This design comes from an exercise in tuning for small area on the open sky130 flow, not from production work.
Only simulation tests tie the RTL to the original design; equivalence was not proved.
Power and IR drop assume default switching activity.

[config.mk]
export PLATFORM = sky130hd
export DESIGN_NAME = display
export DESIGN_NICKNAME = display
export VERILOG_FILES = /design/flow/design.v
export SDC_FILE = /design/flow/constraint.sdc
export NUM_CORES = 4
export LEC_CHECK = 0
export CAP_MARGIN = 20
export CORE_MARGIN = 2
export CORE_UTILIZATION = 40
export SLEW_MARGIN = 20
[run.sh]
#!/bin/bash
# synth_recipe.tcl (not shown) runs the flow's synth.tcl, then flattens the netlist and writes it again
# the make line also repeats each setting of config.mk as NAME=value (left out here)
make -C /OpenROAD-flow-scripts/flow DESIGN_CONFIG=/design/flow/config.mk WORK_HOME=/design/flow/orfs CLKGATE_MAP_FILE= SYNTH_SCRIPT=/design/flow/synth_recipe.tcl finish
[constraint.sdc]
create_clock -name core_clock -period 20.0 [get_ports {clk}]
set_input_delay 4.0000 -clock core_clock [delete_from_list [all_inputs] [get_ports {clk}]]
set_output_delay 4.0000 -clock core_clock [all_outputs]
set_load 0.01 [all_outputs]
[design.v]
`timescale 1ns / 1ps
module vga_controller(
    input  wire clk, pix_en, reset,
    output reg h_sync, v_sync,
    output reg [9:0] coord_x, coord_y,
    output reg active_area
);
    localparam LEFT_PORCH		= 	48;
    localparam ACTIVE_WIDTH		= 	640;
    localparam RIGHT_PORCH		= 	16;
    localparam HORIZONTAL_SYNC	=	96;
    localparam TOTAL_WIDTH		=	800;
    localparam TOP_PORCH		= 	33;
    localparam ACTIVE_HEIGHT	= 	480;
    localparam BOTTOM_PORCH		= 	10;
    localparam VERTICAL_SYNC	=	2;
    localparam TOTAL_HEIGHT		=	525;
    reg h_sync_next, v_sync_next;
    reg [9:0] coord_x_next, coord_y_next;
    reg active_area_next;
    always @(posedge clk or posedge reset)
    begin
        if(reset)
        begin
            h_sync <= 0;
            v_sync <= 0;
            coord_x <= 0;
            coord_y <= 0;
            active_area <= 0;
        end
        else if(pix_en)
        begin
            h_sync <= h_sync_next;
            v_sync <= v_sync_next;
            coord_x <= coord_x_next;
            coord_y <= coord_y_next;
            active_area <= active_area_next;
        end
    end
    always @(*)
    begin
        h_sync_next = coord_x >= RIGHT_PORCH + ACTIVE_WIDTH && 
                      coord_x < RIGHT_PORCH + ACTIVE_WIDTH + HORIZONTAL_SYNC;
        v_sync_next	= coord_y >= TOP_PORCH + ACTIVE_HEIGHT && 
                      coord_y < TOP_PORCH + ACTIVE_HEIGHT + VERTICAL_SYNC;
        if(coord_x == TOTAL_WIDTH - 1)
        begin
            coord_x_next = 0;
            if(coord_y == TOTAL_HEIGHT - 1)
                coord_y_next = 0;
            else
                coord_y_next = coord_y + 1;
        end
        else
        begin
            coord_x_next = coord_x + 1;
            coord_y_next = coord_y;
        end
        active_area_next = coord_x < ACTIVE_WIDTH && coord_y < ACTIVE_HEIGHT;
    end
endmodule
`timescale 1ns/1ps
module graphics (
    input  wire        clk,
    input  wire        reset,
    input  wire        up,
    input  wire        down,
    input  wire        left,
    input  wire        right,
    input  wire        active_area,
    input  wire [9:0]  coord_x,
    input  wire [9:0]  coord_y,
    output reg  [2:0]  rgb
);
reg [9:0] ball_x;
reg [9:0] ball_y;
reg dir_x;
reg dir_y;
reg [21:0] counter;
parameter RADIUS = 15;
parameter MAX_X = 640;
parameter MAX_Y = 480;
always @(posedge clk or posedge reset) begin
    if (reset) begin
        ball_x <= 100;
        ball_y <= 100;
        dir_x <= 0;
        dir_y <= 0;
        counter <= 0;
    end else begin
        counter <= counter + 1;
        if (counter == 22'd20_000) begin
            counter <= 0;
            if (dir_x == 0)
                ball_x <= ball_x + 2;
            else
                ball_x <= ball_x - 2;
            if (dir_y == 0)
                ball_y <= ball_y + 2;
            else
                ball_y <= ball_y - 2;
            if (ball_x <= RADIUS)
                dir_x <= 0;
            else if (ball_x >= MAX_X - RADIUS)
                dir_x <= 1;
            if (ball_y <= RADIUS)
                dir_y <= 0;
            else if (ball_y >= MAX_Y - RADIUS)
                dir_y <= 1;
        end
    end
end
wire signed [10:0] dx;
wire signed [10:0] dy;
wire [21:0] dist_sq;
assign dx = coord_x - ball_x;
assign dy = coord_y - ball_y;
assign dist_sq = dx*dx + dy*dy;
always @(posedge clk or posedge reset) begin
    if (reset) begin
        rgb <= 3'b000;
    end
    else begin
        if (!active_area)
            rgb <= 3'b000;
        else begin
            if (dist_sq < RADIUS*RADIUS)
                rgb <= 3'b001;  
            else
                rgb <= 3'b000;
        end
    end
end
endmodule
`timescale 1ns / 1ps
module display(
    input wire clk, reset,
    input wire up, down, left, right,
    output wire h_sync, v_sync,
    output wire [2:0] rgb
);
    wire [9:0] coord_x, coord_y;
    wire active_area;
    reg clk_25;
    always @(posedge clk or posedge reset)
    begin
        if (reset)
            clk_25 <= 1'b0;
        else
            clk_25 <= ~clk_25;
    end
    vga_controller vga_controller_unit(
        .clk(clk), .pix_en(~clk_25), .reset(reset), .h_sync(h_sync), .v_sync(v_sync),
        .coord_x(coord_x), .coord_y(coord_y), .active_area(active_area)
    );
    graphics graphics_unit(
        .clk(clk), .reset(reset),
        .up(up), .down(down), .left(left), .right(right),
        .coord_x(coord_x), .coord_y(coord_y),
        .active_area(active_area), .rgb(rgb)
    );
endmodule
==> flow_summary.toml <==
[pwr]
switchingPower_mw = 0.0622
power_mw = 0.294
pwr-share-comb_pct = 1.0
peakVddDrop_mv = 0.0354
seq_power_share_pct = 46.1
cellLeakagePower_nw = 6.82
p_sw_share_pct = 21.2
clkPwrFrac_pct = 52.8
p_int_mw = 0.232
power_density_nw_per_um2 = 21.9

[setup_path]
startpoint_type = "flip-flop"
path_max_fanout = 7
required_ns = 20.17
cp-end-kind = "flip-flop"
worstPathArrival_ns = 10.89
cp_num_buf_inv = 5
rrSetupSlack_ns = 9.28
path_common_cell = "fa_1"
critPathTopFamily = "adder cells"
cp_slowest_cell = "xor2_1"
crit_type = "flip-flop to flip-flop"
cpPeakStageDelay_ns = 0.64

[logic_synthesis]
yosysWarnings = 3
synth.avg_cell_area_sq_um = 9.35
postSynthCellCount = 1348
async_flop_share_pct = 100
synth-edff-count = 0
seq_area_frac_synth_pct = 13.4
yosys.area_share.simple_pct = 11.4
synth_flop_cell = "dfrtp_1"
synth_top_family_by_area = "adder cells"
synth-xor-area-share_pct = 6.72
syn_area_sq_um = 12600
synth_cell_type_count = 62
synth_compound_area_share_pct = 7.12
synth-seq-cells = 67
synth_adder_area_share_pct = 49.9
synthMuxAreaShare_pct = 0.735

[floorplanning]
fp.dieW_microns = 181
die_area_sq_um = 32900
core_sq_um = 30800
start_util_pct = 40.9
fp-row-count = 64
io_pins = 11
die_y_microns = 181

[drt]
routed_wl_microns = 25700
drtPass1Iterations = 5
drcViolationCount = 0
wl_per_cell_microns = 14.6
final_antenna_net_count = 0
drt_iter0_markers = 387
vias_per_cell = 4.95
num_vias = 8702

[job]
max_cap_viol_count = 0

[clocking]
hold_buffers = 0
cts_setup_buffers = 0
cts_buffer_depth = 2
cts_tree = "done"
cts_sinks = 67
path_clk_slew_ns = 0.06
clkLatencyLatePin_ns = 0.34
cts_made_buffers = 9
cts-htree-levels = 3
cts_resized = 0
root_buffer = "clkbuf_16"

[timing]
whs_ns = 0.475
fin_crit_ns = 10.72
rsz0062_at_grt = "false"
worst_slew_pin_slew_ns = 1.00
relSlewSlack_pct = 32.5
clock_skew_ns = 0.00471
finalCritPeriodShare_pct = 53.6
timing.final.max_slew_violations = 0
hold_viol = 0
setup-tns-final_ns = 0
setup_viol = 0
max_clock_freq_ghz = 0.0932

[finish]
final_cell_area_sq_um = 13400
layout-drive-gt1-share_pct = 3.30
n_antenna_cell = 0
register_area_sq_um = 1680
fillers = 3001
layout-area-overhead-vs-synth_pct = 6.72
nNetsFinal = 1722
multi_input_area_sq_um = 9580

[grt]
grt_pass1_vias = 8937
antenna_found_initial = 0
grt_start_max_net_pins = 68
grt_pass1_wl_microns = 44000
grt-ovfl-total = 0
grtUsageTotal_pct = 16.6

[place]
io_buffer_count = 4
place_area_sq_um = 13200
dp_hpwl_microns = 22300
gp_congestion = 0.851

[run_status]
status = "timing/DRC/antenna clean"

[worst_hold_path]
hold_path.class = "flip-flop to flip-flop"
-- registers in the layout, indices dropped and copies added, names as in the netlist --
name	cells
vga_controller_unit.v_sync	1
graphics_unit.dir_x	1
clk_25	1
graphics_unit.ball_x	9
graphics_unit.counter	22
graphics_unit.dir_y	1
vga_controller_unit.coord_y	10
graphics_unit.rgb	1
vga_controller_unit.h_sync	1
graphics_unit.ball_y	9
vga_controller_unit.coord_x	10
vga_controller_unit.active_area	1
-- path summary, 6_finish.rpt --
| check | from | to | cells after the start |
|---|---|---|---|
| min in group asynchronous | reset | vga_controller_unit.coord_x[4] | 3 |
| setup / recovery | vga_controller_unit.coord_y[1] | graphics_unit.rgb[0] | 30 |
| setup reg to reg | vga_controller_unit.coord_y[1] | graphics_unit.rgb[0] | 30 |
| hold / removal | graphics_unit.counter[21] | graphics_unit.counter[21] | 1 |
| max in group asynchronous | reset | graphics_unit.ball_y[1] | 3 |
| hold reg to reg | graphics_unit.counter[21] | graphics_unit.counter[21] | 1 |
-- per-stage QoR --
step	util (%)	setup slack [ns]	instances
floorplan	-	11.12	1349
global placement	42.7	8.96	1742
detailed placement	42.7	9.24	1742
CTS	43.6	9.18	1758
global route	43.6	8.65	1758
finish	43.6	9.28	1758
-- power groups by stage --
| stage | sequential, mW | combinational, mW | clock, mW |
|---|---|---|---|
| after CTS | 0.136 | 0.00334 | 0.159 |
| after detailed placement | 0.138 | 0.00339 | 0 |
| final | 0.136 | 0.00308 | 0.155 |
| after floorplan | 0.138 | 0.00242 | 0 |
| after global routing | 0.136 | 0.00384 | 0.167 |
| after global placement | 0.138 | 0.00338 | 0 |
-- cells by family (layout without fill, tap and decap cells) --
kind of cell    count (synthesis)  count (layout)
compound gates                142             142
xor+xnor                       95              95
fa+ha+maj                     359             359
buf+inv                       357             370
flops                          67              67
mux                             9               9
other cells                     1               2
simple gates                  318             318
-- synthesized netlist by cell type, drive strengths merged, types with 2 or more instances --
cell	n	area (sq um)
a2111oi	2	20.0
a211oi	6	45.0
a21boi	3	22.5
a21o	13	98.9
a21oi	42	225
a31o	2	17.5
a31oi	3	18.8
a32o	2	20.0
a41oi	3	26.3
and2	6	37.5
and3	8	50.1
buf	3	20.0
clkbuf	14	52.6
clkinv	8	30.0
dfrtp	61	1530
dfstp	6	158
fa	240	4800
ha	119	1490
inv	332	1250
mux2	2	22.5
mux2i	7	70.1
nand2	111	417
nand2b	8	50.1
nand3	22	110
nand3b	2	15.0
nand4	11	68.8
nor2	104	390
nor2b	10	62.6
nor3	11	55.1
nor4	7	43.8
nor4b	2	17.5
o21a	3	22.5
o21ai	41	205
o21bai	5	37.5
o22ai	4	25.0
o31ai	4	30.0
or2	2	12.5
or3	7	43.8
or4	2	15.0
xnor2	66	578
xor2	28	245
-- per-layer routing --
metal,routed length [microns],global-route usage (%),vias to the layer above
met5,58,1.33,-
met4,297,2.67,2
met3,965,2.71,26
met2,12800,27.9,136
met1,11600,23.0,4371
li1,-,-,4167
-- area by class of cell --
| type | instances | area share (%) |
|---|---|---|
| timing repair buffer | 14 | 0.856 |
| inverter | 340 | 9.49 |
| multi-input combinational | 925 | 71.3 |
| tap | 396 | 3.68 |
| clock inverter | 7 | 0.512 |
| sequential | 67 | 12.5 |
| clock buffer | 9 | 1.67 |
-- layout by cell type, fill, tap and decap left out, drive strengths merged, types with 3 or more instances in the layout --
cell type	n
a211oi	6
a21boi	3
a21o	13
a21oi	42
a31oi	3
a41oi	3
and2	6
and3	8
buf	10
clkbuf	9
clkdlybuf4s50	4
clkinv	12
dfrtp	61
dfstp	6
fa	240
ha	119
inv	332
mux2i	7
nand2	111
nand2b	8
nand3	22
nand4	11
nor2	104
nor2b	10
nor3	11
nor4	7
o21a	3
o21ai	41
o21bai	5
o22ai	4
o31ai	4
or3	7
xnor2	66
xor2	28

==> static timing again, ports no longer ideal <==
No port has a modelled driver above. Below, the same layout with a new extraction and two added sets of constraints. Step 1 (the two cells are an assumption about what drives the block):
set clk [get_ports {clk}]
set_driving_cell -lib_cell sky130_fd_sc_hd__clkbuf_16 $clk
set_driving_cell -lib_cell sky130_fd_sc_hd__buf_2 [delete_from_list [all_inputs] $clk]
Step 2 moves the port delays by t, midway between the first and last clock arrival at a register: inputs arrive t later, outputs are due t later. That takes back most of the time a late clock gives input paths. Three values: ideal, step 1, step 2; two values: the first two.
t (ns): 0.371
slack for setup (ns): 9.276 / 9.276 / 9.276
latest minus earliest clock arrival (ns): 0.005 / 0.005
worst register clock-pin slew, ns: 0.06 / 0.06
After both steps this run still meets setup and hold. For this run, drivers alone change the setup slack by 0.000 ns; drivers and shift together by 0.000 ns.
